From an optimization exercise on the open Yosys and OpenROAD flow, aimed at small area; shortcuts taken in it are not production practice.
In this exercise RTL edits were held to simulation tests only and were not proved equivalent to the original.
No run shown here takes its clock network from TritonCTS; it comes from the design's own scripts or RTL.
No driver is modelled on the clock port, so clock power and skew are understated where the tree is cut down; a real chip needs a root buffer or a tree.
No activity file was given, so power comes from the tool's default toggle rates.

==> flow/run.sh <==
#!/bin/bash
# The standard layout (standard.sh, standard synthesis unchanged) with two
# changes: the ports are buffered with buf_1, and the clock tree is a few
# clock buffers fed by the clock port, each driving the flip-flops of one
# part of the die (flow/clock_tree.tcl, run in place of TritonCTS).
# make's full output goes to standard.log here; ORFS's per-step logs stay
# under orfs/logs.
set -euo pipefail
here=$(pwd)
bash standard.sh \
  "BUFFER_PORTS_ARGS=-buffer_cell sky130_fd_sc_hd__buf_1" \
  "PRE_CTS_TCL=$here/flow/clock_tree.tcl" \
  finish > standard.log 2>&1
==> design.v <==
module lowpass_pwm_uart (
    input CLK,
    input RST,
    output B6,
    output PMOD1,
    output PMOD3,
    output PMOD5,
    output PMOD7,
    output PMOD2,
    output PMOD4,
    output PMOD6,
    output PMOD8
);
    reg [7:0] K;
    reg [5:0] r;
    reg z;             
    reg [8:0] u;
    reg p;
    reg [7:0] lo;      
    reg [7:0] nm;      
    reg [7:0] nh;      
    reg b6;
    reg [2:0] ns3;     
    reg sf;            
    wire k7 = &K[2:0];
    wire kz = ~|K[2:0];
    wire rw = r[0] & ~r[1] & r[3] & ~r[5];    
    wire [7:0] nd = ~(u[7:0] ^ {8{u[8]}});   
    wire [8:0] kc;
    wire [7:0] k1;
    assign kc[0] = rw;
    wire [9:0] uc;
    wire [8:0] u1;
    assign uc[0] = z;
    wire [8:0] n, m;
    assign n[0] = 1'b1;
    assign m[0] = 1'b1;
    wire [8:0] ac;
    wire [7:0] lo1;
    assign ac[0] = np;
    wire np = ~p;
    wire [16:0] hc;
    wire [15:0] nx = {nh, nm};
    wire [15:0] nx1;
    assign hc[0] = ~ac[8];
    genvar i;
    generate
        for (i = 0; i < 8; i = i + 1) begin : g_k
            assign k1[i] = K[i] ^ kc[i];
            assign kc[i+1] = K[i] & kc[i];
            assign n[i+1] = (K[i] & nd[i]) | (K[i] & n[i]) | (nd[i] & n[i]);
            assign m[i+1] = (K[i] & nh[i]) | (K[i] & m[i]) | (nh[i] & m[i]);
            assign lo1[i] = lo[i] ^ nh[i] ^ ac[i];
            assign ac[i+1] = (lo[i] & nh[i]) | (ac[i] & (lo[i] ^ nh[i]));
        end
        for (i = 0; i < 9; i = i + 1) begin : g_u
            assign u1[i] = u[i] ^ uc[i];
            assign uc[i+1] = u[i] & uc[i];
        end
        for (i = 0; i < 16; i = i + 1) begin : g_a
            assign nx1[i] = nx[i] ^ p ^ hc[i];
            assign hc[i+1] = (nx[i] & p) | (hc[i] & (nx[i] ^ p));
        end
    endgenerate
    always @(posedge CLK) begin
        if (RST) begin
            K <= 8'd0;
            r <= 6'd53;
            z <= 1'b1;
            u <= 9'd0;
            p <= 1'b0;
            lo <= 8'd0;
            nm <= 8'hff;
            nh <= 8'hff;
            b6 <= 1'b0;
            ns3 <= 3'b111;
            sf <= 1'b0;
        end else begin
            r <= rw ? {k7, 1'b1, ~k7, k7, ~k7, k7} : {r[4:0], r[5] ^ r[4]};
            K <= k1;
            z <= kc[8];
            u <= u1;
            if (z) begin
                ns3 <= nh[7:5];
                sf <= ~|nh;
            end
            p <= ~n[8];
            lo <= lo1;
            {nh, nm} <= nx1;
            b6 <= ~m[8];
        end
    end
    assign B6 = b6;
    assign PMOD2 = ~&ns3;
    assign PMOD4 = ~(ns3[2] & ns3[1]);
    assign PMOD6 = ~(ns3[2] & (ns3[1] | ns3[0]));
    assign PMOD8 = ~ns3[2];
    assign PMOD1 = ~(ns3[2] | (ns3[1] & ns3[0]));
    assign PMOD3 = ~(ns3[2] | ns3[1]);
    assign PMOD5 = ~|ns3;
    assign PMOD7 = sf;
endmodule
==> flow/clock_tree.tcl <==
# Clock tree for a small design, run as ORFS's PRE_CTS_TCL hook: split the
# clock sinks into groups along x, and drive each group from its own clock
# buffer, placed at the group's centre and fed by the clock port. TritonCTS
# is then skipped; the rest of the CTS step (legalisation, timing repair)
# runs as usual.
set cts_cell sky130_fd_sc_hd__clkbuf_8
set cts_groups 3

set block [ord::get_db_block]
set master [[ord::get_db] findMaster $cts_cell]
set clknet [$block findNet CLK]
set sinks {}
foreach it [$clknet getITerms] {
  set loc [[$it getInst] getLocation]
  lappend sinks [list [lindex $loc 0] [lindex $loc 1] $it]
}
set sinks [lsort -integer -index 0 $sinks]
set n [llength $sinks]
for {set g 0} {$g < $cts_groups} {incr g} {
  set lo [expr {$g * $n / $cts_groups}]
  set hi [expr {($g + 1) * $n / $cts_groups - 1}]
  set inst [odb::dbInst_create $block $master clkbuf_leaf_$g]
  set net [odb::dbNet_create $block clknet_leaf_$g]
  $net setSigType CLOCK
  set sx 0
  set sy 0
  set m 0
  foreach s [lrange $sinks $lo $hi] {
    incr sx [lindex $s 0]
    incr sy [lindex $s 1]
    incr m
    set it [lindex $s 2]
    $it disconnect
    $it connect $net
  }
  [$inst findITerm A] connect $clknet
  [$inst findITerm X] connect $net
  $inst setLocation [expr {$sx / $m}] [expr {$sy / $m}]
  $inst setPlacementStatus PLACED
  puts "clock_tree: group $g, $m sinks, [$master getName]"
}

rename clock_tree_synthesis {}
proc clock_tree_synthesis { args } {
  puts "clock_tree: TritonCTS skipped"
}
==> config.mk <==
export PLATFORM = sky130hd
export DESIGN_NAME = lowpass_pwm_uart
export DESIGN_NICKNAME = lowpass_pwm_uart
export VERILOG_FILES = /design/flow/design.v
export SDC_FILE = /design/flow/constraint.sdc
export NUM_CORES = 4
export LEC_CHECK = 0
export CAP_MARGIN = 20
export CORE_MARGIN = 2
export CORE_UTILIZATION = 40
export SLEW_MARGIN = 20
==> standard.sh <==
#!/bin/bash
# synth_recipe.tcl (not shown) runs the flow's synth.tcl, then flattens the netlist and writes it again
# the make line also repeats each setting of config.mk as NAME=value (left out here)
make -C /OpenROAD-flow-scripts/flow DESIGN_CONFIG=/design/flow/config.mk WORK_HOME=/design/flow/orfs CLKGATE_MAP_FILE= SYNTH_SCRIPT=/design/flow/synth_recipe.tcl "${@:-finish}"
==> constraint.sdc <==
create_clock -name core_clock -period 10.0 [get_ports {CLK}]
set_input_delay 2.0000 -clock core_clock [delete_from_list [all_inputs] [get_ports {CLK}]]
set_output_delay 2.0000 -clock core_clock [all_outputs]
set_load 0.01 [all_outputs]
==> impl_metrics.csv, run 1 <==
group,metric,value,unit
run_status,status,"complete, no violations",
die,dieWidth,83.4,um
die,core-area,0.00599,mm2
timing,worst_pin_slew,0.936,ns
setup_path,path_common_cell,"fa_1",
setup_path,worstPathRequired,10.06,ns
timing,whs,0.455,ns
timing,worst_slack,1.33,ns
die,placementRows,28,
setup_path,reg2reg_slack,1.33,ns
clocking,ctsHoldBuffers,0,
logic_synthesis,synth-seq-cells,54,
setup_path,slowest_delay,0.47,ns
grt,grt_max_degree,51,
setup_path,path_class,"flip-flop to flip-flop",
clocking,clk_latency,0.16,ns
timing,tns,0,ns
grt,grt_pass1_vias,1357,
logic_synthesis,synth_top_area_share,42.9,%
cells_and_area,multiInputGateArea,0.00138,mm2
cells_and_area,regArea,0.00108,mm2
grt,antenna_found_initial,0,
timing,finalHoldViolCount,0,
detailed_routing,vias_per_cell,4.72,
pwr,irDropWorstVdd,0.132,mV
detailed_routing,via_count,1410,
placement,routabilityCongestion,0.686,
setup_path,path_depth,27,
logic_synthesis,syn_area,0.00252,mm2
pwr,p_per_area,228,mW/mm2
run,maxCapViolCount,0,
timing,setup_viol,0,
logic_synthesis,yosysMostFrequentCell,"dfxtp_1",
setup_path,crit_start,"nh[0]",
grt,gr-total-overflow,0,
logic_synthesis,synth_edf_count,0,
setup_path,cp_max_fo,5,
detailed_routing,final_antenna_net_count,0,
timing,fin_crit,8.67,ns
setup_path,timing.rr.end,"nh[7]",
timing,skew,0.00198,ns
cells_and_area,final_layout_size_suffix_gt1_share,11.2,%
timing,fmax,115,MHz
logic_synthesis,async_flop_share,0,%
logic_synthesis,yosysWarnings,1,
setup_path,worstPathArrival,8.73,ns
grt,grt_pass1_wl,6.61,mm
setup_path,cp_top_family,"adder cells",
detailed_routing,drc,0,
setup_path,end_kind,"flip-flop",
setup_path,r2r-start,"nh[0]",
setup_path,worstSetupStartpointType,"flip-flop",
cells_and_area,nFillCells,574,
setup_path,path_buf_inv,1,
setup_path,rr_worst_depth,27,
logic_synthesis,synth_top_cell_by_area,"dfxtp_1",
grt,grt_usage,11.1,%
detailed_routing,drt_iter0_markers,65,
die,start_util,42.0,%
logic_synthesis,ys_seq_area_share,42.9,%
detailed_routing,drt-wirelength-per-cell,12.3,um
logic_synthesis,syn_inst,217,
logic_synthesis,ys_top_cells_by_area,"dfxtp_1, fa_1, ha_1",
die,dieHeight,83.4,um
die,fp.dieArea,0.00695,mm2
clocking,path_clk_slew,0.10,ns
placement,dp_hpwl,2.63,mm
cells_and_area,syn_to_final_growth,5.86,%
timing,maxSlewViolCount,0,
clocking,postCtsSetupRepairBufs,0,
placement,port_buffers,10,
setup_path,critPathCapture,"nh[7]",
pwr,leakage,0.00111,uW
timing,timing.final.crit_share,86.7,%
placement,post-place-ws,1.36,ns
die,io_pins,11,
logic_synthesis,synthTopCellsByCount,"dfxtp_1, fa_1, nor2b_1, or2_2, ha_1",
logic_synthesis,synth_cell_types,33,
timing,slew-limit-headroom,37.6,%
detailed_routing,firstDrtPassIters,4,
logic_synthesis,synth_nets,258,
timing,rsz0062_at_grt,"no",
logic_synthesis,ys_dominant_reg_cell,"dfxtp_1",
clocking,cts-resized-gates,0,
setup_path,slowest_stage,"dfxtp_1",
cells_and_area,antenna_cells,0,
logic_synthesis,postSynthAreaPerCell,11.6,um2
detailed_routing,wirelength,3.68,mm
cells_and_area,nets,267,
worst_hold_path,hold_path_class,"flip-flop to flip-flop",
==> worst min path at each step <==
stage	from	to	slack, ns	cells past startpoint
3_5_place_dp	r[1]	r[2]	0.43	1
5_1_grt	r[2]	r[3]	0.48	1
6_report	r[1]	r[2]	0.46	1
4_1_cts	r[1]	r[2]	0.43	1
2_1_floorplan	r[1]	r[2]	0.40	1
3_3_place_gp	r[1]	r[2]	0.43	1
==> final cells by class <==
cell class / count / share of cell area [%]
multi-input cells: 149 / 51.7
plain buffers: 3 / 1.55
well taps: 75 / 3.52
flip-flops and latches: 54 / 40.5
inverters: 7 / 0.985
repair buffers: 11 / 1.74
==> metal layers <==
layer  vias up  GRT usage (%)  part of all wire, %
li1        736              -                    -
met1       655           17.3                   53
met2        16           17.4                   43
met3         3          0.994                  3.4
met4         0          0.745                 0.87
met5         -              0                    0
==> layout by cell type (no fill, tap or decap), drive strengths merged, types with 3 or more instances in the layout <==
master / count
a21oi: 5
buf: 10
clkbuf: 4
dfxtp: 54
fa: 23
ha: 16
inv: 7
nand2: 7
nand3: 5
nor2: 5
nor2b: 23
nor3: 4
nor4: 3
o21ai: 5
o22ai: 6
or2: 17
xnor2: 12
==> sequential cells by signal, indices dropped and copies added, names as in the netlist, 3 cells and up <==
| name | flops |
|---|---|
| u | 9 |
| K | 8 |
| lo | 8 |
| nh | 8 |
| nm | 8 |
| r | 6 |
| ns3 | 3 |
==> report_power, final <==
group	internal, uW	switching (uW)
sequential	264	45.4
clock	28.0	52.7
combinational	124	94.7
==> per-stage QoR <==
stage / utilization (%) / power [uW] / area (um2) / instances
finish: 44.5 / 608 / 2670 / 299
global route: 44.5 / 678 / 2670 / 299
CTS: 44.5 / 600 / 2670 / 299
detailed placement: 43.8 / 536 / 2630 / 296
global placement: 43.8 / 533 / 2630 / 296
floorplan: - / 482 / 2520 / 217
==> cells by family after synthesis <==
logic type / share of synthesized area, %
xor gates and xnor gates: 4.47
AOI/OAI and AO/OA: 7.45
and+or+nand+nor: 15.7
muxes: 0.795
adders and majority gates: 26.2
DFF: 42.9
buffers and inverters: 2.38
==> run 2, diff against run 1 <==
==> flow/run.sh (replaced) <==
#!/bin/bash
# The standard layout (standard.sh) with three changes:
#  1. after the standard synthesis, the logic between the registers is
#     re-mapped by ABC for area (flow/resynth.ys); registers, full and half
#     adder cells are kept as the standard synthesis made them;
#  2. the ports are buffered with buf_1;
#  3. the clock tree is four buffers fed by the clock port, each driving the
#     flip-flops of one quarter of the die (flow/clock_tree.tcl, run in place
#     of TritonCTS).
# Each tool's full output goes to a log file here.
set -euo pipefail
here=$(pwd)
res=$here/orfs/results/$FLOW_PLATFORM/lowpass_pwm_uart/base
yosys_exe=$(command -v yosys || echo "$FLOW_HOME/../tools/install/yosys/bin/yosys")

bash standard.sh synth > standard_synth.log 2>&1

cp "$res/1_2_yosys.v" "$here/synth_standard.v"
RESYNTH_IN="$here/synth_standard.v" RESYNTH_OUT="$here/synth_resynth.v" \
  RESYNTH_LIB="$FLOW_HOME/platforms/$FLOW_PLATFORM/lib/sky130_fd_sc_hd__tt_025C_1v80.lib" \
  "$yosys_exe" -c "$here/flow/resynth.tcl" > resynth.log 2>&1
cp "$here/synth_resynth.v" "$res/1_2_yosys.v"
rm -f "$res/1_synth.odb" "$res/1_synth.sdc"

bash standard.sh \
  "BUFFER_PORTS_ARGS=-buffer_cell sky130_fd_sc_hd__buf_1" \
  "PRE_CTS_TCL=$here/flow/clock_tree.tcl" \
  finish > standard.log 2>&1
==> flow/clock_tree.tcl (replaced) <==
# Clock tree for a small design, run as ORFS's PRE_CTS_TCL hook: split the
# clock sinks into four balanced groups (halves along x, each halved along
# y) and drive each group from its own buffer, placed at the group's centre
# and fed by the clock port. TritonCTS is then skipped; the rest of the CTS
# step (legalisation, timing repair) runs as usual.
set cts_cell sky130_fd_sc_hd__buf_4

set block [ord::get_db_block]
set master [[ord::get_db] findMaster $cts_cell]
set clknet [$block findNet CLK]
set sinks {}
foreach it [$clknet getITerms] {
  set loc [[$it getInst] getLocation]
  lappend sinks [list [lindex $loc 0] [lindex $loc 1] $it]
}
set sinks [lsort -integer -index 0 $sinks]
set h [expr {[llength $sinks] / 2}]
set groups {}
foreach half [list [lrange $sinks 0 [expr {$h - 1}]] [lrange $sinks $h end]] {
  set half [lsort -integer -index 1 $half]
  set q [expr {[llength $half] / 2}]
  lappend groups [lrange $half 0 [expr {$q - 1}]] [lrange $half $q end]
}
set g 0
foreach grp $groups {
  set inst [odb::dbInst_create $block $master clkbuf_leaf_$g]
  set net [odb::dbNet_create $block clknet_leaf_$g]
  $net setSigType CLOCK
  set sx 0
  set sy 0
  set m 0
  foreach s $grp {
    incr sx [lindex $s 0]
    incr sy [lindex $s 1]
    incr m
    set it [lindex $s 2]
    $it disconnect
    $it connect $net
  }
  [$inst findITerm A] connect $clknet
  [$inst findITerm X] connect $net
  $inst setLocation [expr {$sx / $m}] [expr {$sy / $m}]
  $inst setPlacementStatus PLACED
  puts "clock_tree: group $g, $m sinks, [$master getName]"
  incr g
}

rename clock_tree_synthesis {}
proc clock_tree_synthesis { args } {
  puts "clock_tree: TritonCTS skipped"
}
==> flow/resynth.tcl (new file) <==
# Re-map the combinational logic of the standard synthesis for area.
# Registers, full and half adders and tie cells are kept as they are.
yosys read_liberty -ignore_miss_func $::env(RESYNTH_LIB)
yosys read_verilog $::env(RESYNTH_IN)
yosys hierarchy -top lowpass_pwm_uart
yosys stat -liberty $::env(RESYNTH_LIB)
yosys setattr -mod -set blackbox 1 sky130_fd_sc_hd__dfxtp_1 sky130_fd_sc_hd__fa_1 sky130_fd_sc_hd__ha_1 sky130_fd_sc_hd__conb_1
yosys flatten
yosys opt_clean
set dont_use {}
foreach c {
  probe_p_8 probec_p_8 lpflow_bleeder_1
  lpflow_clkbufkapwr_1 lpflow_clkbufkapwr_16 lpflow_clkbufkapwr_2 lpflow_clkbufkapwr_4 lpflow_clkbufkapwr_8
  lpflow_clkinvkapwr_1 lpflow_clkinvkapwr_16 lpflow_clkinvkapwr_2 lpflow_clkinvkapwr_4 lpflow_clkinvkapwr_8
  lpflow_inputiso0n_1 lpflow_inputiso0p_1 lpflow_inputiso1n_1 lpflow_inputiso1p_1 lpflow_inputisolatch_1
  lpflow_isobufsrc_1 lpflow_isobufsrc_16 lpflow_isobufsrc_2 lpflow_isobufsrc_4 lpflow_isobufsrc_8
  lpflow_isobufsrckapwr_16
  lpflow_lsbuf_lh_hl_isowell_tap_1 lpflow_lsbuf_lh_hl_isowell_tap_2 lpflow_lsbuf_lh_hl_isowell_tap_4
  lpflow_lsbuf_lh_isowell_4 lpflow_lsbuf_lh_isowell_tap_1 lpflow_lsbuf_lh_isowell_tap_2
  lpflow_lsbuf_lh_isowell_tap_4
} {
  lappend dont_use -dont_use sky130_fd_sc_hd__$c
}
yosys abc -liberty $::env(RESYNTH_LIB) {*}$dont_use -script "+strash;&get,-n;&dc2;&dch,-f;&nf,-R,1000;&put;strash;&get,-n;&dch,-f;&nf,-R,1000;&put;topo"
yosys opt_clean -purge
yosys stat -liberty $::env(RESYNTH_LIB)
yosys write_verilog -noattr -nohex -nodec $::env(RESYNTH_OUT)
--- a/config.mk
+++ b/config.mk
@@ -7,5 +7,5 @@
 export LEC_CHECK = 0
 export CAP_MARGIN = 20
 export CORE_MARGIN = 2
-export CORE_UTILIZATION = 40
+export CORE_UTILIZATION = 70
 export SLEW_MARGIN = 20
==> impl_metrics.csv, run 2 <==
group,metric,value,unit
run_status,status,"complete, no violations",
placement,port_buffers,10,
die,dieHeight,62.9,um
clocking,path_clk_slew,0.12,ns
logic_synthesis,syn_area,0.00243,mm2
grt,grt_pass1_wl,7.29,mm
cells_and_area,antenna_cells,0,
timing,maxSlewViolCount,0,
grt,gr-total-overflow,0,
die,core-area,0.00334,mm2
die,dieWidth,62.9,um
cells_and_area,layout_commonest_cell,"dfxtp_1",
logic_synthesis,yosysWarnings,1,
pwr,p_comb_share,37.0,%
grt,grt_usage,22.4,%
setup_path,slowest_stage,"dfxtp_1",
grt,grt_pass1_vias,1631,
pwr,pwr-share-clk,11.9,%
timing,fmax,116,MHz
cells_and_area,nets,261,
timing,skew,0.0117,ns
clocking,clk_latency,0.15,ns
clocking,postCtsSetupRepairBufs,0,
detailed_routing,final_antenna_net_count,0,
timing,fin_crit,8.62,ns
placement,post_dp_cell_area,0.00253,mm2
detailed_routing,vias_per_cell,5.48,
detailed_routing,firstDrtPassIters,4,
cells_and_area,syn_to_final_growth,5.52,%
pwr,p_int,404,uW
pwr,p_per_area,236,mW/mm2
setup_path,end_kind,"flip-flop",
placement,dp_hpwl,2.80,mm
die,placementRows,21,
cells_and_area,design_area,0.00256,mm2
cells_and_area,final_cell_mix,"dfxtp_1, fa_1, nor2b_1",
detailed_routing,drt-wirelength-per-cell,14.9,um
setup_path,cp_max_fo,4,
worst_hold_path,hold_path_class,"flip-flop to flip-flop",
setup_path,path_buf_inv,1,
pwr,irDropWorstVdd,0.130,mV
cells_and_area,final_layout_size_suffix_gt1_share,2.75,%
placement,routabilityCongestion,0.802,
logic_synthesis,syn_inst,203,
clocking,cts-resized-gates,0,
setup_path,worstPathArrival,8.67,ns
detailed_routing,via_count,1448,
logic_synthesis,synth_nets,244,
timing,whs,0.469,ns
pwr,seqPwrFrac,51.1,%
run,maxCapViolCount,0,
detailed_routing,drc,0,
setup_path,slowest_delay,0.44,ns
setup_path,path_common_cell,"fa_1",
die,start_util,72.7,%
clocking,ctsHoldBuffers,0,
pwr,leakage,0.00103,uW
timing,finalHoldViolCount,0,
timing,rsz0062_at_grt,"no",
pwr,power_switching_share,33.3,%
die,fp.dieArea,0.00395,mm2
setup_path,cp_top_family,"adder cells",
cells_and_area,regMostFlops,"u",
grt,grt_max_degree,53,
grt,antenna_found_initial,0,
setup_path,worstSetupStartpointType,"flip-flop",
timing,worst_pin_slew,0.928,ns
timing,slew-limit-headroom,38.1,%
cells_and_area,largest_reg_flops,9,
detailed_routing,drt_iter0_markers,44,
setup_path,worstPathRequired,10.05,ns
detailed_routing,wirelength,3.93,mm
setup_path,path_class,"flip-flop to flip-flop",
timing,tns,0,ns
timing,timing.final.crit_share,86.2,%
pwr,switchingPower,201,uW
logic_synthesis,postSynthAreaPerCell,12.0,um2
die,io_pins,11,
timing,setup_viol,0,
[run 2: layer usage]
layer / wire length, um / GRT usage (%) / up-vias
met5: 0 / 0 / -
met4: 17 / 2.78 / 0
met3: 90 / 1.80 / 2
met2: 2060 / 41.5 / 15
met1: 1770 / 29.4 / 712
li1: - / - / 719
[run 2: worst paths after layout]
kind / startpoint / end / slack, ns / cells past startpoint
setup / recovery: nh[0] / nh[6] / 1.38 / 25
hold / removal: r[2] / r[3] / 0.47 / 1
hold reg to reg: r[2] / r[3] / 0.47 / 1
setup reg to reg: nh[0] / nh[6] / 1.38 / 25
[run 2: power by group through the flow]
stage / logic [uW] / registers, uW / clock network, uW
final: 224 / 309 / 72.2
after global routing: 268 / 319 / 83.0
after floorplan: 160 / 307 / 0
after detailed placement: 223 / 314 / 0
after CTS: 228 / 316 / 53.8
after global placement: 202 / 312 / 0
[run 2: stage by stage]
stage	instances	utilization [%]	total power, uW	setup WS, ns
6_report	264	76.7	605	1.38
5_1_grt	264	76.7	669	1.07
4_1_cts	264	76.7	598	1.39
3_5_place_dp	260	75.8	537	1.43
3_3_place_gp	260	75.8	514	1.58
2_1_floorplan	203	-	467	1.50
[run 2: worst register-to-register path, stage by stage (launching register included)]
cell	delay, ns
dfxtp_1	0.44
fa_1	0.22
fa_1	0.20
fa_1	0.22
fa_1	0.20
fa_1	0.19
fa_1	0.19
fa_1	0.18
clkinv_1	0.07
fa_1	0.39
fa_1	0.42
fa_1	0.40
fa_1	0.39
fa_1	0.40
fa_1	0.39
fa_1	0.39
fa_1	0.39
fa_1	0.41
fa_1	0.40
fa_1	0.39
fa_1	0.39
fa_1	0.41
fa_1	0.40
fa_1	0.40
fa_1	0.43
or2_0	0.22
[run 2: cell type report]
| cell class | instances | area [um2] |
|---|---|---|
| well taps | 46 | 57.6 |
| fillers | 220 | 777 |
| multi-input cells | 142 | 1320 |
| repair buffers | 11 | 46.3 |
| inverters | 7 | 26.3 |
| flip-flops and latches | 54 | 1080 |
| plain buffers | 4 | 30.0 |
==> run 3, diff against run 2 <==
--- a/design.v
+++ b/design.v
@@ -24,7 +24,7 @@
     reg sf;            
     wire k7 = &K[2:0];
     wire kz = ~|K[2:0];
-    wire rw = r[0] & ~r[1] & r[3] & ~r[5];    
+    wire rw = r[0] & r[1] & r[3] & r[5];    
     wire [7:0] nd = ~(u[7:0] ^ {8{u[8]}});   
     wire [8:0] kc;
     wire [7:0] k1;
@@ -65,7 +65,7 @@
     always @(posedge CLK) begin
         if (RST) begin
             K <= 8'd0;
-            r <= 6'd53;
+            r <= 6'd56;
             z <= 1'b1;
             u <= 9'd0;
             p <= 1'b0;
@@ -76,7 +76,7 @@
             ns3 <= 3'b111;
             sf <= 1'b0;
         end else begin
-            r <= rw ? {k7, 1'b1, ~k7, k7, ~k7, k7} : {r[4:0], r[5] ^ r[4]};
+            r <= rw ? {1'b1, 1'b1, 1'b1, ~k7, 1'b0, 1'b0} : {r[4:0], r[5] ^ r[4]};
             K <= k1;
             z <= kc[8];
             u <= u1;
==> impl_metrics.csv, run 3 <==
group,metric,value,unit
setup_path,worstSetupStartpointType,"flip-flop",
timing,setup_viol,0,
detailed_routing,final_antenna_net_count,0,
timing,skew,0.00534,ns
setup_path,cp_max_fo,17,
timing,finalHoldViolCount,0,
detailed_routing,via_count,1460,
logic_synthesis,syn_area,0.00241,mm2
setup_path,worstPathArrival,8.76,ns
logic_synthesis,yosysWarnings,1,
die,dieWidth,62.7,um
detailed_routing,vias_per_cell,5.53,
clocking,clk_latency,0.15,ns
clocking,ctsHoldBuffers,0,
cells_and_area,layout_commonest_cell,"dfxtp_1",
placement,post-place-ws,1.31,ns
timing,maxSlewViolCount,0,
timing,fmax,115,MHz
clocking,postCtsSetupRepairBufs,0,
die,placementRows,21,
cells_and_area,final_layout_size_suffix_gt1_share,2.75,%
pwr,p_per_area,238,mW/mm2
setup_path,end_kind,"flip-flop",
placement,dp_hpwl,2.86,mm
clocking,path_clk_slew,0.12,ns
logic_synthesis,postSynthAreaPerCell,11.9,um2
cells_and_area,nets,261,
timing,worst_slack,1.29,ns
die,dieHeight,62.7,um
grt,grt_pass1_wl,7.12,mm
setup_path,rr_worst_depth,28,
grt,gr-total-overflow,0,
setup_path,r2r-start,"p",
setup_path,reg2reg_slack,1.29,ns
placement,post_dp_cell_area,0.00252,mm2
cells_and_area,largest_reg_flops,9,
setup_path,timing.rr.end,"nh[7]",
cells_and_area,syn_to_final_growth,5.54,%
placement,port_buffers,10,
grt,grt_max_degree,55,
cells_and_area,final_cell_mix,"dfxtp_1, fa_1, nor2b_1",
pwr,irDropWorstVdd,0.187,mV
detailed_routing,drc,0,
cells_and_area,antenna_cells,0,
cells_and_area,design_area,0.00255,mm2
grt,grt_usage,22.4,%
setup_path,path_common_cell,"fa_1",
grt,grt_pass1_vias,1539,
grt,antenna_found_initial,0,
detailed_routing,firstDrtPassIters,5,
clocking,cts-resized-gates,0,
die,start_util,72.4,%
run_status,status,"complete, no violations",
timing,worst_pin_slew,0.928,ns
placement,routabilityCongestion,0.752,
cells_and_area,regMostFlops,"u",
detailed_routing,drt-wirelength-per-cell,14.8,um
run,maxCapViolCount,0,
die,fp.dieArea,0.00394,mm2
timing,fin_crit,8.71,ns
pwr,p_total,606,uW
setup_path,slowest_delay,0.42,ns
worst_hold_path,hold_path_class,"flip-flop to flip-flop",
timing,rsz0062_at_grt,"no",
timing,tns,0,ns
detailed_routing,wirelength,3.90,mm
detailed_routing,drt_iter0_markers,75,
setup_path,worstPathRequired,10.05,ns
die,core-area,0.00334,mm2
logic_synthesis,syn_inst,203,
setup_path,path_class,"flip-flop to flip-flop",
timing,slew-limit-headroom,38.1,%
setup_path,critPathCapture,"nh[7]",
setup_path,slowest_stage,"fa_1",
die,io_pins,11,
timing,timing.final.crit_share,87.1,%
logic_synthesis,synth_nets,244,
setup_path,crit_start,"p",
pwr,leakage,0.00104,uW
==> run 3: area by class of cell <==
cell class	instances	area, um2
inverter	6	22.5
fill	251	788
sequential	54	1080
multi-input combinational	143	1310
timing repair buffer	11	46.3
tap	46	57.6
buffer	4	30.0
==> run 3: worst max-delay path, delay by kind of cell (launching register included) <==
kind / cells / cell delay (ns)
fa+ha+maj: 23 / 7.61
buf+inv: 3 / 0.42
flops: 1 / 0.32
xor+xnor: 1 / 0.20
simple gates: 1 / 0.07
==> run 3: stage by stage <==
| step | cells | hold slack [ns] | utilization (%) |
|---|---|---|---|
| after global routing | 264 | 0.454 | 76.4 |
| final | 264 | 0.429 | 76.4 |
| after CTS | 264 | 0.406 | 76.4 |
| after detailed placement | 260 | 0.406 | 75.5 |
| after global placement | 260 | 0.392 | 75.5 |
| after floorplan | 203 | 0.390 | - |
==> run 3: how the worst min path moves through the flow <==
| stage | from | endpoint | slack, ns | depth (start not counted) |
|---|---|---|---|---|
| after detailed placement | r[2] | r[3] | 0.41 | 1 |
| after global routing | r[2] | r[3] | 0.45 | 1 |
| after CTS | r[2] | r[3] | 0.41 | 1 |
| after floorplan | r[2] | r[3] | 0.39 | 1 |
| final | r[2] | r[3] | 0.43 | 1 |
| after global placement | r[2] | r[3] | 0.39 | 1 |
==> run 3: metal layers <==
| layer | part of all wire, % | vias up | global-route usage (%) | wire, um |
|---|---|---|---|---|
| li1 | - | 714 | - | - |
| met1 | 45 | 705 | 31.9 | 1760 |
| met2 | 50 | 36 | 39.4 | 1950 |
| met3 | 3.7 | 5 | 1.44 | 146 |
| met4 | 1.1 | 0 | 2.50 | 43 |
| met5 | 0 | - | 0 | 0 |
==> run 3: power breakdown <==
group	internal, uW	switching, uW	total, uW
combinational	118	105	223
clock	21.2	51.0	72.2
sequential	263	47.0	310
total	403	203	606
==> run 4, diff against run 3 <==
--- a/flow/run.sh
+++ b/flow/run.sh
@@ -1,8 +1,8 @@
 #!/bin/bash
 # The standard layout (standard.sh) with three changes:
 #  1. after the standard synthesis, the logic between the registers is
-#     re-mapped by ABC for area (flow/resynth.ys); registers, full and half
-#     adder cells are kept as the standard synthesis made them;
+#     re-mapped by ABC for area (flow/resynth.tcl); registers and full adder
+#     cells are kept as the standard synthesis made them;
 #  2. the ports are buffered with buf_1;
 #  3. the clock tree is four buffers fed by the clock port, each driving the
 #     flip-flops of one quarter of the die (flow/clock_tree.tcl, run in place
--- a/flow/resynth.tcl
+++ b/flow/resynth.tcl
@@ -1,10 +1,11 @@
 # Re-map the combinational logic of the standard synthesis for area.
-# Registers, full and half adders and tie cells are kept as they are.
+# Registers, full adders and tie cells are kept as they are; half adders
+# are re-mapped with the rest of the logic.
 yosys read_liberty -ignore_miss_func $::env(RESYNTH_LIB)
 yosys read_verilog $::env(RESYNTH_IN)
 yosys hierarchy -top lowpass_pwm_uart
 yosys stat -liberty $::env(RESYNTH_LIB)
-yosys setattr -mod -set blackbox 1 sky130_fd_sc_hd__dfxtp_1 sky130_fd_sc_hd__fa_1 sky130_fd_sc_hd__ha_1 sky130_fd_sc_hd__conb_1
+yosys setattr -mod -set blackbox 1 sky130_fd_sc_hd__dfxtp_1 sky130_fd_sc_hd__fa_1 sky130_fd_sc_hd__conb_1
 yosys flatten
 yosys opt_clean
 set dont_use {}
--- a/config.mk
+++ b/config.mk
@@ -8,4 +8,5 @@
 export CAP_MARGIN = 20
 export CORE_MARGIN = 2
 export CORE_UTILIZATION = 70
+export GPL_TIMING_DRIVEN = 0
 export SLEW_MARGIN = 20
==> impl_metrics.csv, run 4 <==
group,metric,value,unit
grt,antenna_found_initial,0,
placement,post-place-ws,1.30,ns
setup_path,path_common_cell,"fa_1",
grt,grt_usage,21.0,%
die,start_util,71.3,%
logic_synthesis,yosysWarnings,1,
pwr,leakage,0.000898,uW
cells_and_area,layout_commonest_cell,"dfxtp_1",
grt,grt_pass1_vias,1455,
setup_path,slowest_delay,0.53,ns
cells_and_area,final_layout_size_suffix_gt1_share,2.68,%
worst_hold_path,hold_path_class,"flip-flop to flip-flop",
grt,gr-total-overflow,0,
logic_synthesis,synth_nets,235,
setup_path,worstSetupStartpointType,"flip-flop",
timing,fin_crit,8.68,ns
cells_and_area,syn_to_final_growth,5.45,%
timing,timing.final.crit_share,86.8,%
die,io_pins,11,
timing,fmax,115,MHz
detailed_routing,firstDrtPassIters,4,
worst_hold_path,hold_depth,1,
timing,slew-limit-headroom,47.2,%
grt,grt_pass1_wl,6.24,mm
logic_synthesis,syn_inst,210,
placement,port_buffers,10,
timing,maxSlewViolCount,0,
placement,routabilityCongestion,0.753,
die,fp.dieArea,0.00382,mm2
detailed_routing,drt_iter0_markers,87,
detailed_routing,drc,0,
setup_path,end_kind,"flip-flop",
detailed_routing,final_antenna_net_count,0,
logic_synthesis,postSynthAreaPerCell,11.2,um2
logic_synthesis,syn_area,0.00234,mm2
pwr,p_per_area,238,mW/mm2
placement,dp_hpwl,2.50,mm
clocking,ctsHoldBuffers,0,
setup_path,rr_worst_depth,26,
grt,grt_max_degree,53,
cells_and_area,regMostFlops,"u",
timing,worst_slack,1.32,ns
setup_path,worstPathArrival,8.74,ns
setup_path,worstPathRequired,10.05,ns
timing,finalHoldViolCount,0,
die,dieWidth,61.8,um
cells_and_area,final_cell_mix,"dfxtp_1, fa_1, a21oi_1",
timing,worst_pin_slew,0.793,ns
cells_and_area,largest_reg_flops,9,
run_status,status,"complete, no violations",
cells_and_area,regArea,0.00108,mm2
die,dieHeight,61.8,um
die,core-area,0.00328,mm2
timing,rsz0062_at_grt,"no",
timing,skew,0.00655,ns
cells_and_area,nFillCells,229,
detailed_routing,via_count,1524,
cells_and_area,nets,251,
die,placementRows,21,
detailed_routing,wirelength,3.53,mm
cells_and_area,multiInputGateArea,0.00123,mm2
timing,setup_viol,0,
timing,tns,0,ns
clocking,clk_latency,0.15,ns
setup_path,cp_max_fo,17,
clocking,path_clk_slew,0.12,ns
setup_path,slowest_stage,"dfxtp_2",
clocking,cts-resized-gates,0,
pwr,irDropWorstVdd,0.156,mV
detailed_routing,drt-wirelength-per-cell,13.1,um
setup_path,path_class,"flip-flop to flip-flop",
clocking,postCtsSetupRepairBufs,0,
detailed_routing,vias_per_cell,5.64,
run,maxCapViolCount,0,
cells_and_area,antenna_cells,0,
[run 4: critical path: cells and delay by family (launching register included)]
family,cells,cell delay (ns)
buffers and inverters,2,0.21
adders and majority gates,23,7.64
and+or+nand+nor,1,0.20
DFF,1,0.53
[run 4: area by class of cell]
type | count | area share (%)
buffer | 4 | 1.22
inverter | 7 | 1.06
multi-input combinational | 149 | 50.0
sequential | 54 | 43.8
tap | 46 | 2.33
timing repair buffer | 10 | 1.57
[run 4: routing by layer]
layer,track usage [%],vias to the layer above,share of wire (%)
met4,3.04,0,1.4
met5,0,-,0
met3,1.45,4,2.6
li1,-,765,-
met2,35.6,15,48
met1,30.6,740,48
[run 4: report_power, final]
part / internal [uW] / switching [uW] / total [uW] / leakage, uW
clock: 21.2 / 51.6 / 72.8 / 0.0000192
combinational: 113 / 92.6 / 206 / 0.000433
sequential: 263 / 47.5 / 310 / 0.000445
[run 4: through the flow]
stage / std cells / hold WS [ns] / utilization [%] / total power, uW / cell area [um2]
final: 270 / 0.435 / 75.2 / 589 / 2470
after global routing: 270 / 0.466 / 75.2 / 658 / 2470
after CTS: 270 / 0.413 / 75.2 / 582 / 2470
after detailed placement: 266 / 0.418 / 74.3 / 523 / 2440
after global placement: 266 / 0.399 / 74.2 / 503 / 2440
after floorplan: 210 / 0.390 / - / 462 / 2340
[run 4: path summary, 6_finish.rpt]
check,endpoint,slack (ns),startpoint
worst max-delay path,nh[6],1.32,p
worst min-delay path,r[3],0.44,r[2]
worst max register to register,nh[6],1.32,p
worst min register to register,r[3],0.44,r[2]
==> run 5, diff against run 4 <==
--- a/config.mk
+++ b/config.mk
@@ -8,5 +8,4 @@
 export CAP_MARGIN = 20
 export CORE_MARGIN = 2
 export CORE_UTILIZATION = 70
-export GPL_TIMING_DRIVEN = 0
 export SLEW_MARGIN = 20
==> impl_metrics.csv, run 5 <==
group,metric,value,unit
cells_and_area,layout_commonest_cell,"dfxtp_1",
die,dieWidth,61.8,um
worst_hold_path,hold_depth,1,
detailed_routing,via_count,1535,
run,maxCapViolCount,0,
die,io_pins,11,
cells_and_area,final_cell_mix,"dfxtp_1, fa_1, a21oi_1",
timing,skew,0.00305,ns
logic_synthesis,postSynthAreaPerCell,11.2,um2
timing,setup_viol,0,
worst_hold_path,worstHoldEndpoint,"r[3]",
worst_hold_path,hold_path_class,"flip-flop to flip-flop",
logic_synthesis,yosysWarnings,1,
grt,grt_pass1_wl,6.31,mm
timing,rsz0062_at_grt,"no",
setup_path,rr_worst_depth,25,
die,dieHeight,61.8,um
setup_path,path_class,"flip-flop to flip-flop",
cells_and_area,regArea,0.00108,mm2
clocking,clk_latency,0.15,ns
cells_and_area,largest_reg_flops,9,
grt,gr-total-overflow,0,
setup_path,reg2reg_slack,1.45,ns
cells_and_area,final_layout_size_suffix_gt1_share,2.67,%
detailed_routing,firstDrtPassIters,6,
detailed_routing,vias_per_cell,5.66,
setup_path,crit_start,"nh[0]",
pwr,irDropWorstVdd,0.159,mV
grt,grt_pass1_vias,1441,
setup_path,worstPathArrival,8.60,ns
placement,routabilityCongestion,0.783,
cells_and_area,antenna_cells,0,
timing,maxSlewViolCount,0,
grt,grt_max_degree,53,
timing,finalHoldViolCount,0,
die,start_util,71.3,%
detailed_routing,wl_met3,194,um
clocking,postCtsSetupRepairBufs,0,
setup_path,worstSetupStartpointType,"flip-flop",
detailed_routing,drc,0,
setup_path,worstPathRequired,10.05,ns
timing,slew-limit-headroom,41.5,%
placement,dp_hpwl,2.73,mm
worst_hold_path,hp-start,"r[2]",
setup_path,timing.rr.end,"nh[6]",
logic_synthesis,syn_inst,210,
detailed_routing,wirelength,3.81,mm
detailed_routing,top_layer_used,"met4",
die,placementRows,21,
detailed_routing,drt_iter0_markers,119,
detailed_routing,final_antenna_net_count,0,
timing,fmax,117,MHz
run_status,status,"complete, no violations",
cells_and_area,multiInputGateArea,0.00123,mm2
detailed_routing,drt-met1-wl,1.69,mm
timing,timing.final.crit_share,85.5,%
cells_and_area,syn_to_final_growth,5.72,%
setup_path,end_kind,"flip-flop",
clocking,ctsHoldBuffers,0,
detailed_routing,wl_met2,1.89,mm
timing,fin_crit,8.55,ns
logic_synthesis,synth_nets,235,
placement,port_buffers,10,
timing,worst_pin_slew,0.878,ns
detailed_routing,drt-wirelength-per-cell,14.1,um
setup_path,cp_max_fo,4,
cells_and_area,nets,252,
die,fp.dieArea,0.00382,mm2
cells_and_area,nFillCells,239,
clocking,path_clk_slew,0.12,ns
logic_synthesis,syn_area,0.00234,mm2
timing,tns,0,ns
pwr,p_per_area,242,mW/mm2
grt,antenna_found_initial,0,
grt,grt_usage,21.6,%
clocking,cts-resized-gates,0,
pwr,leakage,0.000903,uW
cells_and_area,fin_util,75.4,%
die,core-area,0.00328,mm2
cells_and_area,regMostFlops,"u",
setup_path,r2r-start,"nh[0]",
## run 5: cell types whose count changed in the layout (fill, tap and decap cells not counted)
cell | before | now
clkbuf_2 | 0 | 1
dfxtp_2 | 1 | 0
buf_2 | 1 | 0
buf_4 | 4 | 5
dfxtp_1 | 53 | 54
## run 5: power by group
group | internal [uW] | switching [uW]
Combinational | 117 | 102
Clock | 21.2 | 52.2
Sequential | 262 | 45.0
Total | 401 | 200
## run 5: worst max-delay path, cell delays in order, from the launching register on
cell and delay, ns:
dfxtp_1 0.45, fa_1 0.23, fa_1 0.19, fa_1 0.19
fa_1 0.19, fa_1 0.18, fa_1 0.19, fa_1 0.17
clkinv_1 0.08, fa_1 0.39, fa_1 0.40, fa_1 0.41
fa_1 0.42, fa_1 0.40, fa_1 0.39, fa_1 0.40
fa_1 0.40, fa_1 0.39, fa_1 0.38, fa_1 0.40
fa_1 0.40, fa_1 0.39, fa_1 0.40, fa_1 0.39
fa_1 0.43, or2_0 0.20
## run 5: routing by layer
metal | global-route usage (%) | vias up
met1 | 29.3 | 723
met3 | 2.69 | 5
met2 | 38.6 | 44
li1 | - | 763
met5 | 0 | -
met4 | 2.43 | 0
## run 5: how the worst max path moves through the flow
stage	to	slack (ns)	depth (start not counted)
2_1_floorplan	nh[6]	1.50	26
3_3_place_gp	nh[6]	1.70	25
3_5_place_dp	nh[6]	1.45	25
4_1_cts	nh[6]	1.43	25
5_1_grt	nh[7]	1.07	26
6_report	nh[6]	1.45	25
## run 5: cell type report
type	instances	area share (%)
Timing Repair Buffer	11	1.87
Inverter	7	1.06
Sequential cell	54	43.7
Multi-Input combinational cell	149	49.9
Tap cell	46	2.32
Buffer	4	1.21
## run 5: stage by stage
step | power [uW] | instance area, um2 | hold slack [ns] | worst slack (ns) | cells
after detailed placement | 534 | 2450 | 0.408 | 1.45 | 267
after CTS | 592 | 2480 | 0.410 | 1.43 | 271
final | 600 | 2480 | 0.431 | 1.45 | 271
after global placement | 504 | 2450 | 0.404 | 1.70 | 267
after floorplan | 462 | 2340 | 0.390 | 1.50 | 210
after global routing | 659 | 2480 | 0.462 | 1.07 | 271
==> run 6, diff against run 5 <==
--- a/config.mk
+++ b/config.mk
@@ -5,7 +5,8 @@
 export SDC_FILE = /design/flow/constraint.sdc
 export NUM_CORES = 4
 export LEC_CHECK = 0
-export CAP_MARGIN = 20
+export CAP_MARGIN = 0
 export CORE_MARGIN = 2
 export CORE_UTILIZATION = 70
-export SLEW_MARGIN = 20
+export GPL_TIMING_DRIVEN = 0
+export SLEW_MARGIN = 0
==> impl_metrics.csv, run 6 <==
group,metric,value,unit
logic_synthesis,syn_area,0.00234,mm2
setup_path,path_common_cell,"fa_1",
pwr,leakage,0.000898,uW
cells_and_area,nets,251,
clocking,path_clk_slew,0.12,ns
cells_and_area,nFillCells,233,
cells_and_area,design_area,0.00247,mm2
timing,rsz0062_at_grt,"no",
cells_and_area,fin_util,75.2,%
setup_path,cp_max_fo,17,
grt,grt_pass1_wl,6.20,mm
timing,tns,0,ns
clocking,ctsHoldBuffers,0,
placement,port_buffers,10,
die,io_pins,11,
run,maxCapViolCount,0,
pwr,seqPwrFrac,52.9,%
setup_path,slowest_delay,0.71,ns
logic_synthesis,synth_nets,235,
grt,gr-total-overflow,0,
setup_path,end_kind,"flip-flop",
logic_synthesis,syn_inst,210,
detailed_routing,final_antenna_net_count,0,
timing,maxSlewViolCount,0,
grt,grt_usage,20.8,%
cells_and_area,largest_reg_flops,9,
die,core-area,0.00328,mm2
die,placementRows,21,
run_status,status,"complete, no violations",
die,dieWidth,61.8,um
pwr,p_comb_share,34.9,%
die,fp.dieArea,0.00382,mm2
detailed_routing,drc,0,
setup_path,path_class,"flip-flop to flip-flop",
die,dieHeight,61.8,um
timing,finalHoldViolCount,0,
setup_path,worstPathArrival,8.99,ns
logic_synthesis,postSynthAreaPerCell,11.2,um2
timing,slew-limit-headroom,22.6,%
grt,grt_pass1_vias,1409,
timing,setup_viol,0,
cells_and_area,layout_commonest_cell,"dfxtp_1",
clocking,postCtsSetupRepairBufs,0,
pwr,pwr-share-clk,12.3,%
clocking,clk_latency,0.15,ns
grt,antenna_found_initial,0,
timing,timing.final.crit_share,89.4,%
detailed_routing,vias_per_cell,5.53,
cells_and_area,final_cell_mix,"dfxtp_1, fa_1, a21oi_1",
timing,skew,0.00794,ns
pwr,p_per_area,238,mW/mm2
cells_and_area,final_layout_size_suffix_gt1_share,2.23,%
placement,post_dp_cell_area,0.00244,mm2
detailed_routing,drt-wirelength-per-cell,13.0,um
die,start_util,71.3,%
pwr,p_int,396,uW
timing,worst_pin_slew,1.16,ns
detailed_routing,wirelength,3.50,mm
setup_path,worstPathRequired,10.05,ns
grt,grt_max_degree,53,
detailed_routing,firstDrtPassIters,4,
timing,fin_crit,8.94,ns
pwr,switchingPower,190,uW
placement,routabilityCongestion,0.753,
clocking,cts-resized-gates,0,
worst_hold_path,hold_path_class,"flip-flop to flip-flop",
pwr,power_switching_share,32.5,%
setup_path,worstSetupStartpointType,"flip-flop",
setup_path,slowest_stage,"dfxtp_1",
logic_synthesis,yosysWarnings,1,
placement,dp_hpwl,2.47,mm
detailed_routing,drt_iter0_markers,65,
cells_and_area,antenna_cells,0,
cells_and_area,regMostFlops,"u",
detailed_routing,via_count,1494,
cells_and_area,syn_to_final_growth,5.40,%
pwr,irDropWorstVdd,0.147,mV
timing,fmax,112,MHz
==> run 6: area by class of cell <==
class / instances / area, um2 / area share (%)
tap: 46 / 57.6 / 2.33
multi-input combinational: 149 / 1230 / 50.0
inverter: 7 / 26.3 / 1.06
buffer: 4 / 30.0 / 1.22
sequential: 54 / 1080 / 43.8
timing repair buffer: 10 / 38.8 / 1.57
==> run 6: per-layer routing <==
metal	vias up	track usage, %	wire, um
li1	761	-	-
met1	715	31.0	1710
met2	13	34.9	1660
met3	5	1.45	84
met4	0	2.74	47
met5	-	0	0
==> run 6: power groups by stage <==
stage | clock network (uW) | registers (uW) | logic [uW]
floorplan | 0 | 305 | 157
CTS | 53.8 | 317 | 209
global placement | 0 | 314 | 189
finish | 72.0 | 310 | 204
detailed placement | 0 | 315 | 205
global route | 82.1 | 320 | 252
==> run 6: metrics by stage <==
step / power (uW) / hold WS [ns] / cells / worst slack (ns)
2_1_floorplan: 462 / 0.390 / 210 / 1.50
3_3_place_gp: 503 / 0.399 / 266 / 1.16
3_5_place_dp: 520 / 0.413 / 266 / 1.02
4_1_cts: 580 / 0.413 / 270 / 1.00
5_1_grt: 654 / 0.476 / 270 / 0.544
6_report: 586 / 0.435 / 270 / 1.06
==> run 6: worst paths after layout <==
path	from	end	slack (ns)	depth (start not counted)
worst min-delay path	r[2]	r[3]	0.43	1
worst min register to register	r[2]	r[3]	0.43	1
worst max-delay path	p	nh[6]	1.06	26
worst max register to register	p	nh[6]	1.06	26
==> run 6: worst max-delay path: cells and delay by family (launching register included) <==
| kind | cells | cell delay (ns) |
|---|---|---|
| fa+ha+maj | 23 | 7.65 |
| buf+inv | 2 | 0.28 |
| flops | 1 | 0.71 |
| simple gates | 1 | 0.20 |
==> run 7, diff against run 6 <==
--- a/flow/run.sh
+++ b/flow/run.sh
@@ -5,8 +5,9 @@
 #     cells are kept as the standard synthesis made them;
 #  2. the ports are buffered with buf_1;
 #  3. the clock tree is four buffers fed by the clock port, each driving the
-#     flip-flops of one quarter of the die (flow/clock_tree.tcl, run in place
-#     of TritonCTS).
+#     flip-flops of one quarter of the die, each the smallest of buf_4, buf_6
+#     and buf_8 that keeps the estimated clock-pin slew under 127 ps
+#     (flow/clock_tree.tcl, run in place of TritonCTS).
 # Each tool's full output goes to a log file here.
 set -euo pipefail
 here=$(pwd)
==> flow/clock_tree.tcl (replaced) <==
# Clock tree for a small design, run as ORFS's PRE_CTS_TCL hook: split the
# clock sinks into four balanced groups (halves along x, each halved along
# y) and drive each group from its own buffer, placed at the group's centre
# and fed by the clock port. A group whose estimated clock-pin slew is high
# gets a stronger buffer. TritonCTS is then skipped; the rest of the CTS step
# (legalisation, timing repair) runs as usual.
set cts_cells {sky130_fd_sc_hd__buf_4 sky130_fd_sc_hd__buf_6 sky130_fd_sc_hd__buf_8}
set cts_slew_target 0.127

set db [ord::get_db]
set block [ord::get_db_block]
set clknet [$block findNet CLK]
set sinks {}
foreach it [$clknet getITerms] {
  set loc [[$it getInst] getLocation]
  lappend sinks [list [lindex $loc 0] [lindex $loc 1] $it]
}
set sinks [lsort -integer -index 0 $sinks]
set h [expr {[llength $sinks] / 2}]
set groups {}
foreach half [list [lrange $sinks 0 [expr {$h - 1}]] [lrange $sinks $h end]] {
  set half [lsort -integer -index 1 $half]
  set q [expr {[llength $half] / 2}]
  lappend groups [lrange $half 0 [expr {$q - 1}]] [lrange $half $q end]
}
set bufs {}
set g 0
foreach grp $groups {
  set inst [odb::dbInst_create $block [$db findMaster [lindex $cts_cells 0]] clkbuf_leaf_$g]
  set net [odb::dbNet_create $block clknet_leaf_$g]
  $net setSigType CLOCK
  set sx 0
  set sy 0
  set m 0
  set pins {}
  foreach s $grp {
    incr sx [lindex $s 0]
    incr sy [lindex $s 1]
    incr m
    set it [lindex $s 2]
    $it disconnect
    $it connect $net
    lappend pins "[[$it getInst] getName]/[[$it getMTerm] getName]"
  }
  [$inst findITerm A] connect $clknet
  [$inst findITerm X] connect $net
  $inst setLocation [expr {$sx / $m}] [expr {$sy / $m}]
  $inst setPlacementStatus PLACED
  lappend bufs [list $inst $pins]
  incr g
}

# Estimate each group's worst clock-pin slew from the placement and move to
# the next stronger buffer until it is below the target.
proc group_slew { pins } {
  set worst 0
  foreach p $pins {
    set s [get_property [get_pins $p] slew_max]
    if { $s > $worst } {
      set worst $s
    }
  }
  return $worst
}
set_propagated_clock [all_clocks]
foreach b $bufs {
  lassign $b inst pins
  foreach cell $cts_cells {
    $inst swapMaster [$db findMaster $cell]
    estimate_parasitics -placement
    set slew [group_slew $pins]
    if { $slew <= $cts_slew_target } {
      break
    }
  }
  puts "clock_tree: [$inst getName], [llength $pins] sinks, [[$inst getMaster] getName], estimated slew [format %.1f [expr {$slew * 1000}]] ps"
}
unset_propagated_clock [all_clocks]

rename clock_tree_synthesis {}
proc clock_tree_synthesis { args } {
  puts "clock_tree: TritonCTS skipped"
}
--- a/config.mk
+++ b/config.mk
@@ -5,8 +5,8 @@
 export SDC_FILE = /design/flow/constraint.sdc
 export NUM_CORES = 4
 export LEC_CHECK = 0
-export CAP_MARGIN = 0
+export CAP_MARGIN = 20
 export CORE_MARGIN = 2
 export CORE_UTILIZATION = 70
 export GPL_TIMING_DRIVEN = 0
-export SLEW_MARGIN = 0
+export SLEW_MARGIN = 20
==> impl_metrics.csv, run 7 <==
group,metric,value,unit
pwr,p_comb_share,35.0,%
pwr,leakage,0.000898,uW
detailed_routing,wl_met3,91,um
logic_synthesis,syn_inst,210,
placement,routabilityCongestion,0.753,
detailed_routing,via_count,1524,
grt,antenna_found_initial,0,
grt,gr-total-overflow,0,
logic_synthesis,postSynthAreaPerCell,11.2,um2
detailed_routing,top_layer_used,"met4",
detailed_routing,wl_met2,1.69,mm
setup_path,cp_max_fo,17,
cells_and_area,stdcell_count,270,
cells_and_area,final_cell_mix,"dfxtp_1, fa_1, a21oi_1",
timing,slew-limit-headroom,47.2,%
detailed_routing,drt-met1-wl,1.71,mm
cells_and_area,largest_reg_flops,9,
grt,grt_pass1_wl,6.24,mm
cells_and_area,fin_util,75.2,%
cells_and_area,antenna_cells,0,
logic_synthesis,yosysWarnings,1,
cells_and_area,layout_commonest_cell,"dfxtp_1",
cells_and_area,nets,251,
timing,rsz0062_at_grt,"no",
grt,grt_usage,21.0,%
die,io_pins,11,
setup_path,path_class,"flip-flop to flip-flop",
grt,grt_pass1_vias,1455,
pwr,seqPwrFrac,52.7,%
cells_and_area,final_layout_size_suffix_gt1_share,2.68,%
detailed_routing,firstDrtPassIters,4,
detailed_routing,vias_per_cell,5.64,
setup_path,worstPathRequired,10.05,ns
detailed_routing,drt_iter0_markers,87,
clocking,ctsHoldBuffers,0,
pwr,pwr-share-clk,12.4,%
timing,skew,0.00655,ns
pwr,switchingPower,192,uW
pwr,p_int,397,uW
cells_and_area,nFillCells,229,
placement,place_inst,266,
pwr,p_per_area,238,mW/mm2
die,placementRows,21,
die,core-area,0.00328,mm2
run,maxCapViolCount,0,
detailed_routing,wirelength,3.53,mm
timing,timing.final.crit_share,86.8,%
worst_hold_path,hold_depth,1,
timing,fin_crit,8.68,ns
detailed_routing,final_antenna_net_count,0,
clocking,clk_latency,0.15,ns
pwr,p_total,589,uW
die,dieHeight,61.8,um
cells_and_area,regArea,0.00108,mm2
timing,fmax,115,MHz
cells_and_area,regMostFlops,"u",
logic_synthesis,syn_area,0.00234,mm2
timing,tns,0,ns
cells_and_area,syn_to_final_growth,5.45,%
placement,post_dp_cell_area,0.00244,mm2
cells_and_area,multiInputGateArea,0.00123,mm2
timing,maxSlewViolCount,0,
clocking,postCtsSetupRepairBufs,0,
grt,grt_max_degree,53,
die,fp.dieArea,0.00382,mm2
timing,setup_viol,0,
detailed_routing,drc,0,
placement,port_buffers,10,
pwr,irDropWorstVdd,0.156,mV
die,dieWidth,61.8,um
clocking,path_clk_slew,0.12,ns
placement,dp_hpwl,2.50,mm
timing,worst_pin_slew,0.793,ns
setup_path,end_kind,"flip-flop",
detailed_routing,drt-wirelength-per-cell,13.1,um
pwr,power_switching_share,32.6,%
timing,finalHoldViolCount,0,
setup_path,worstSetupStartpointType,"flip-flop",
run_status,status,"complete, no violations",
cells_and_area,design_area,0.00247,mm2
setup_path,rr_worst_depth,26,
worst_hold_path,hold_path_class,"flip-flop to flip-flop",
setup_path,worstPathArrival,8.74,ns
logic_synthesis,synth_nets,235,
die,start_util,71.3,%
clocking,cts-resized-gates,0,
==> run 7: changes by cell type in the layout (fill, tap and decap cells not counted) <==
cell | before | now
dfxtp_1 | 54 | 53
dfxtp_2 | 0 | 1
==> run 7: critical path, cell delays in order (launching register included) <==
cell,delay [ns]
dfxtp_2,0.53
clkinv_1,0.14
fa_1,0.19
fa_1,0.18
fa_1,0.18
fa_1,0.18
fa_1,0.18
fa_1,0.19
fa_1,0.18
clkinv_1,0.07
fa_1,0.39
fa_1,0.40
fa_1,0.41
fa_1,0.42
fa_1,0.39
fa_1,0.39
fa_1,0.41
fa_1,0.40
fa_1,0.39
fa_1,0.39
fa_1,0.39
fa_1,0.39
fa_1,0.38
fa_1,0.39
fa_1,0.40
fa_1,0.42
or2_0,0.20
==> run 7: power by group through the flow <==
stage,Sequential (uW),Combinational [uW],Clock (uW)
final,310,206,72.8
after global routing,320,255,82.5
after CTS,317,211,53.8
after detailed placement,315,207,0
after global placement,314,189,0
after floorplan,305,157,0
==> run 7: cell type report <==
cell class	count	area share [%]
plain buffers	4	1.22
flip-flops and latches	54	43.8
well taps	46	2.33
inverters	7	1.06
multi-input cells	149	50.0
repair buffers	10	1.57
==> run 7: final timing paths <==
path	slack, ns	startpoint	end
min	0.44	r[2]	r[3]
max reg2reg	1.32	p	nh[6]
min reg2reg	0.44	r[2]	r[3]
max	1.32	p	nh[6]
==> run 7: metal layers <==
metal	vias up	GRT usage (%)
li1	765	-
met1	740	30.6
met2	15	35.6
met3	4	1.45
met4	0	3.04
met5	-	0
==> run 7: stage by stage <==
step           setup slack (ns)  hold WS (ns)
6_report                   1.32         0.435
2_1_floorplan              1.50         0.390
4_1_cts                    1.27         0.413
5_1_grt                   0.852         0.466
3_5_place_dp               1.30         0.418
3_3_place_gp               1.16         0.399

==> afterwards: timing with drivers on the ports <==
Ports are ideal in the flow. The routed layouts listed here were re-timed in OpenROAD. Step 1 assumes that a clkbuf_16 drives the clock port and a buf_2 every other input. Step 2 moves the port delays by t, midway between the first and last clock arrival at a register: inputs arrive t later, outputs are due t later. That takes back most of the time a late clock gives input paths. Slacks: ideal ports / drivers / drivers and shift; pairs: ideal ports / drivers.
| run | t, ns | setup slack, ns | clock arrival spread, ns | worst data-port slew with drivers (ns) | pins driven straight from the clock port |
|---|---|---|---|---|---|
| run 1 | 0.206 | 1.331 / 1.331 / 1.331 | 0.002 / 0.002 | 0.03 | 3 |
| run 2 | 0.194 | 1.383 / 1.383 / 1.383 | 0.011 / 0.011 | 0.03 | 4 |
| run 3 | 0.193 | 1.287 / 1.287 / 1.287 | 0.006 / 0.006 | 0.03 | 4 |
| run 4 | 0.196 | 1.315 / 1.315 / 1.315 | 0.008 / 0.008 | 0.02 | 4 |
| run 5 | 0.199 | 1.454 / 1.454 / 1.454 | 0.003 / 0.003 | 0.03 | 4 |
| run 6 | 0.197 | 1.058 / 1.058 / 1.058 | 0.009 / 0.008 | 0.02 | 4 |
| run 7 | 0.196 | 1.315 / 1.315 / 1.315 | 0.008 / 0.008 | 0.02 | 4 |
After both steps every run listed still meets setup and hold.
